This is an optimization exercise on Yosys and OpenROAD, whose aim is small area and a short achievable clock period, not a production implementation.
Function was checked by simulation only, so behaviour that the tests miss may differ from the original.
The flow treats the clock pin as an ideal source. Dropping or thinning the clock tree relies on that and would not hold on a real chip.
No activity file was given, so power comes from the tool's default toggle rates.

==> module fifo_sync, before the edit <==
module fifo_sync #(
    parameter DATA_WIDTH = 8,
    parameter DEPTH = 32,
    localparam ADDR_WIDTH = $clog2(DEPTH)
)(
    input  wire                  clk,
    input  wire                  reset,
    input  wire                  write_en,
    input  wire                  read_en,
    input  wire [DATA_WIDTH-1:0] data_in,
    output wire [DATA_WIDTH-1:0] data_out,
    output wire                  empty,
    output wire                  full
);
    localparam W  = DATA_WIDTH;
    localparam N  = DEPTH - 1;
    localparam LO = 8;
    localparam HI = DEPTH / LO;
    reg  [W*N-1:0]  sh;
    reg  [LO-1:0]   cnt_lo;
    reg  [HI-1:0]   cnt_hi;
    reg  [W-1:0]    data_out_reg;
    reg             not_empty;
    reg             full_reg;
    assign data_out = data_out_reg;
    assign empty    = ~not_empty;
    assign full     = full_reg;
    wire wr = write_en & ~full_reg;
    wire rd = read_en  & not_empty;
    wire [W-1:0] data_out_next;
    fifo_sync_rdmux #(.W(W), .N(N), .LO(LO), .HI(HI)) u_rdmux (
        .cnt_lo(cnt_lo), .cnt_hi(cnt_hi), .words(sh), .rd(rd),
        .q(data_out_reg), .d(data_out_next));
    wire n_is_1  = cnt_hi[0] & cnt_lo[1];
    wire n_is_30 = cnt_hi[30 / LO] & cnt_lo[30 % LO];
    wire grow   = wr & ~rd;
    wire shrink = rd & ~wr;
    wire [LO-1:0] lo_up = {cnt_lo[LO-2:0], cnt_lo[LO-1]};
    wire [LO-1:0] lo_dn = {cnt_lo[0], cnt_lo[LO-1:1]};
    wire [HI-1:0] hi_up = cnt_lo[LO-1] ? {cnt_hi[HI-2:0], cnt_hi[HI-1]} : cnt_hi;
    wire [HI-1:0] hi_dn = cnt_lo[0]    ? {cnt_hi[0], cnt_hi[HI-1:1]}    : cnt_hi;
    always @(posedge clk) begin
        if (wr)
            sh <= {sh[W*(N-1)-1:0], data_in};
    end
    always @(posedge clk or posedge reset) begin
        if (reset) begin
            cnt_lo       <= {{(LO-1){1'b0}}, 1'b1};
            cnt_hi       <= {{(HI-1){1'b0}}, 1'b1};
            data_out_reg <= {W{1'b0}};
            not_empty    <= 1'b0;
            full_reg     <= 1'b0;
        end else begin
            data_out_reg <= data_out_next;
            cnt_lo    <= grow ? lo_up : shrink ? lo_dn : cnt_lo;
            cnt_hi    <= grow ? hi_up : shrink ? hi_dn : cnt_hi;
            not_empty <= grow | (not_empty & ~(shrink & n_is_1));
            full_reg  <= (grow & n_is_30) | (full_reg & ~shrink);
        end
    end
endmodule
==> module fifo_sync_rdmux, before the edit <==
module fifo_sync_rdmux #(
    parameter W  = 8,
    parameter N  = 31,
    parameter LO = 8,
    parameter HI = 4
)(
    input  wire [LO-1:0]  cnt_lo,
    input  wire [HI-1:0]  cnt_hi,
    input  wire [W*N-1:0] words,
    input  wire           rd,
    input  wire [W-1:0]   q,
    output wire [W-1:0]   d
);
    reg [W-1:0] y;
    integer i;
    always @* begin
        y = {W{1'b0}};
        for (i = 1; i <= N; i = i + 1)
            y = y | (words[W*(i-1) +: W] & {W{cnt_hi[i / LO] & cnt_lo[i % LO]}});
    end
    assign d = rd ? y : q;
endmodule
==> flow/config.mk <==
export PLATFORM = sky130hd
export DESIGN_NAME = fifo_sync
export DESIGN_NICKNAME = fifo_sync
export VERILOG_FILES = /design/flow/design.v
export SDC_FILE = /design/flow/constraint.sdc
export NUM_CORES = 4
export LEC_CHECK = 0
export CAP_MARGIN = 20
export CORE_MARGIN = 2
export CORE_UTILIZATION = 60
export CTS_CLUSTER_DIAMETER = 100
export CTS_CLUSTER_SIZE = 30
export SETUP_SLACK_MARGIN = 3.0
export SLEW_MARGIN = 20
export SYNTH_HIERARCHICAL = 1
==> flow/constraint.sdc <==
create_clock -name core_clock -period 5.0 [get_ports {clk}]
set_input_delay 1.0000 -clock core_clock [delete_from_list [all_inputs] [get_ports {clk}]]
set_output_delay 1.0000 -clock core_clock [all_outputs]
set_load 0.01 [all_outputs]
standard.sh (not shown) runs the stock make flow with config.mk's settings and CLKGATE_MAP_FILE= SYNTH_SCRIPT=/design/flow/synth_recipe.tcl, a recipe that flattens the netlist after the stock synthesis.
==> flow/flow/run.sh <==
#!/bin/bash
# Standard layout, with sizing free to change cell footprints; the clock
# tree is built without dummy loads, and its middle level (buffers that
# drive only other clock buffers) is folded into the root buffer's net after
# CTS (flow/collapse.tcl, run as the POST_CTS hook).
bash standard.sh CTS_ARGS="-sink_clustering_enable -repair_clock_nets -dont_use_dummy_load -sink_clustering_size 30 -sink_clustering_max_diameter 100" POST_CTS_TCL="$PWD/flow/collapse.tcl" MATCH_CELL_FOOTPRINT=0 finish > standard.log 2>&1
==> flow/flow/collapse.tcl <==
# Collapse the clock tree's middle level: every clock buffer driven by the
# root buffer that itself drives only clock buffers is removed, and its
# loads are moved onto the root buffer's net.
proc clk_collapse_mid {} {
  set block [ord::get_db_block]
  set clkport [$block findBTerm clk]
  set cnet [$clkport getNet]
  set roots {}
  foreach it [$cnet getITerms] {
    if {[$it isInputSignal]} { lappend roots [$it getInst] }
  }
  set removed 0
  foreach root $roots {
    set rnet ""
    foreach it [$root getITerms] { if {[$it isOutputSignal]} { set rnet [$it getNet] } }
    if {$rnet eq ""} continue
    foreach it [$rnet getITerms] {
      if {![$it isInputSignal]} continue
      set mid [$it getInst]
      set mnet ""
      foreach jt [$mid getITerms] { if {[$jt isOutputSignal]} { set mnet [$jt getNet] } }
      if {$mnet eq ""} continue
      set loads {}
      set ok 1
      foreach lt [$mnet getITerms] {
        if {[$lt isInputSignal]} {
          lappend loads $lt
          if {![string match "*clkbuf*" [[[$lt getInst] getMaster] getName]]} { set ok 0 }
        }
      }
      if {!$ok || [llength $loads] == 0} continue
      foreach lt $loads { $lt disconnect; $lt connect $rnet }
      odb::dbInst_destroy $mid
      odb::dbNet_destroy $mnet
      incr removed
    }
  }
  puts "clk_collapse_mid: removed $removed middle clock buffers"
}

clk_collapse_mid
estimate_parasitics -placement
repair_timing_helper
detailed_placement
check_placement -verbose
Next try:
--- a/flow/design.v
+++ b/flow/design.v
@@ -24,16 +24,22 @@
     reg             full_reg;
     assign data_out = data_out_reg;
     assign empty    = ~not_empty;
     assign full     = full_reg;
     wire wr = write_en & ~full_reg;
     wire rd = read_en  & not_empty;
+    wire [N-1:0] rd_hot;
+    genvar k;
+    generate
+        for (k = 1; k < DEPTH; k = k + 1) begin : g_hot
+            assign rd_hot[k-1] = cnt_hi[k / LO] & cnt_lo[k % LO];
+        end
+    endgenerate
     wire [W-1:0] data_out_next;
-    fifo_sync_rdmux #(.W(W), .N(N), .LO(LO), .HI(HI)) u_rdmux (
-        .cnt_lo(cnt_lo), .cnt_hi(cnt_hi), .words(sh), .rd(rd),
-        .q(data_out_reg), .d(data_out_next));
+    fifo_sync_rdmux #(.W(W), .N(N)) u_rdmux (.hot(rd_hot), .words(sh), .rd(rd),
+                                             .q(data_out_reg), .d(data_out_next));
     wire n_is_1  = cnt_hi[0] & cnt_lo[1];
     wire n_is_30 = cnt_hi[30 / LO] & cnt_lo[30 % LO];
     wire grow   = wr & ~rd;
     wire shrink = rd & ~wr;
     wire [LO-1:0] lo_up = {cnt_lo[LO-2:0], cnt_lo[LO-1]};
     wire [LO-1:0] lo_dn = {cnt_lo[0], cnt_lo[LO-1:1]};
@@ -57,27 +63,24 @@
             not_empty <= grow | (not_empty & ~(shrink & n_is_1));
             full_reg  <= (grow & n_is_30) | (full_reg & ~shrink);
         end
     end
 endmodule
 module fifo_sync_rdmux #(
-    parameter W  = 8,
-    parameter N  = 31,
-    parameter LO = 8,
-    parameter HI = 4
+    parameter W = 8,
+    parameter N = 31
 )(
-    input  wire [LO-1:0]  cnt_lo,
-    input  wire [HI-1:0]  cnt_hi,
+    input  wire [N-1:0]   hot,
     input  wire [W*N-1:0] words,
     input  wire           rd,
     input  wire [W-1:0]   q,
     output wire [W-1:0]   d
 );
     reg [W-1:0] y;
     integer i;
     always @* begin
         y = {W{1'b0}};
-        for (i = 1; i <= N; i = i + 1)
-            y = y | (words[W*(i-1) +: W] & {W{cnt_hi[i / LO] & cnt_lo[i % LO]}});
+        for (i = 0; i < N; i = i + 1)
+            y = y | (words[W*i +: W] & {W{hot[i]}});
     end
     assign d = rd ? y : q;
 endmodule
Effect:
- The new run ran to the end with no violations
- worst setup slack got worse by 0.0060 ns
- clock-buffer cell count is unchanged
- clock power increases by about 1%
- power increases by 11%
- worst hold slack is about the same

what the ideal ports hide:
The flow's constraints put no driver on any port. The routed layouts listed below were extracted and timed again, unchanged, in two steps.
Step 1: set_driving_cell puts a clkbuf_16 on clk and a buf_2 on each other input, an assumption about the parent block.
Step 2 moves the port delays by t, midway between the first and last clock arrival at a register: inputs arrive t later, outputs are due t later. That takes back most of the time a late clock gives input paths.
Three values: no drivers, after step 1, after step 2; two values: the first two.
run	t (ns)	setup WS [ns]	latest minus earliest clock arrival (ns)
the first run	0.450	2.995 / 2.951 / 2.599	0.016 / 0.016
the second run	0.457	2.988 / 2.969 / 2.594	0.015 / 0.015
After both steps setup and hold are still met in every run listed. The setup slack of the first run, which loses most, moves by -0.044 ns with the drivers and by -0.396 ns with both steps.
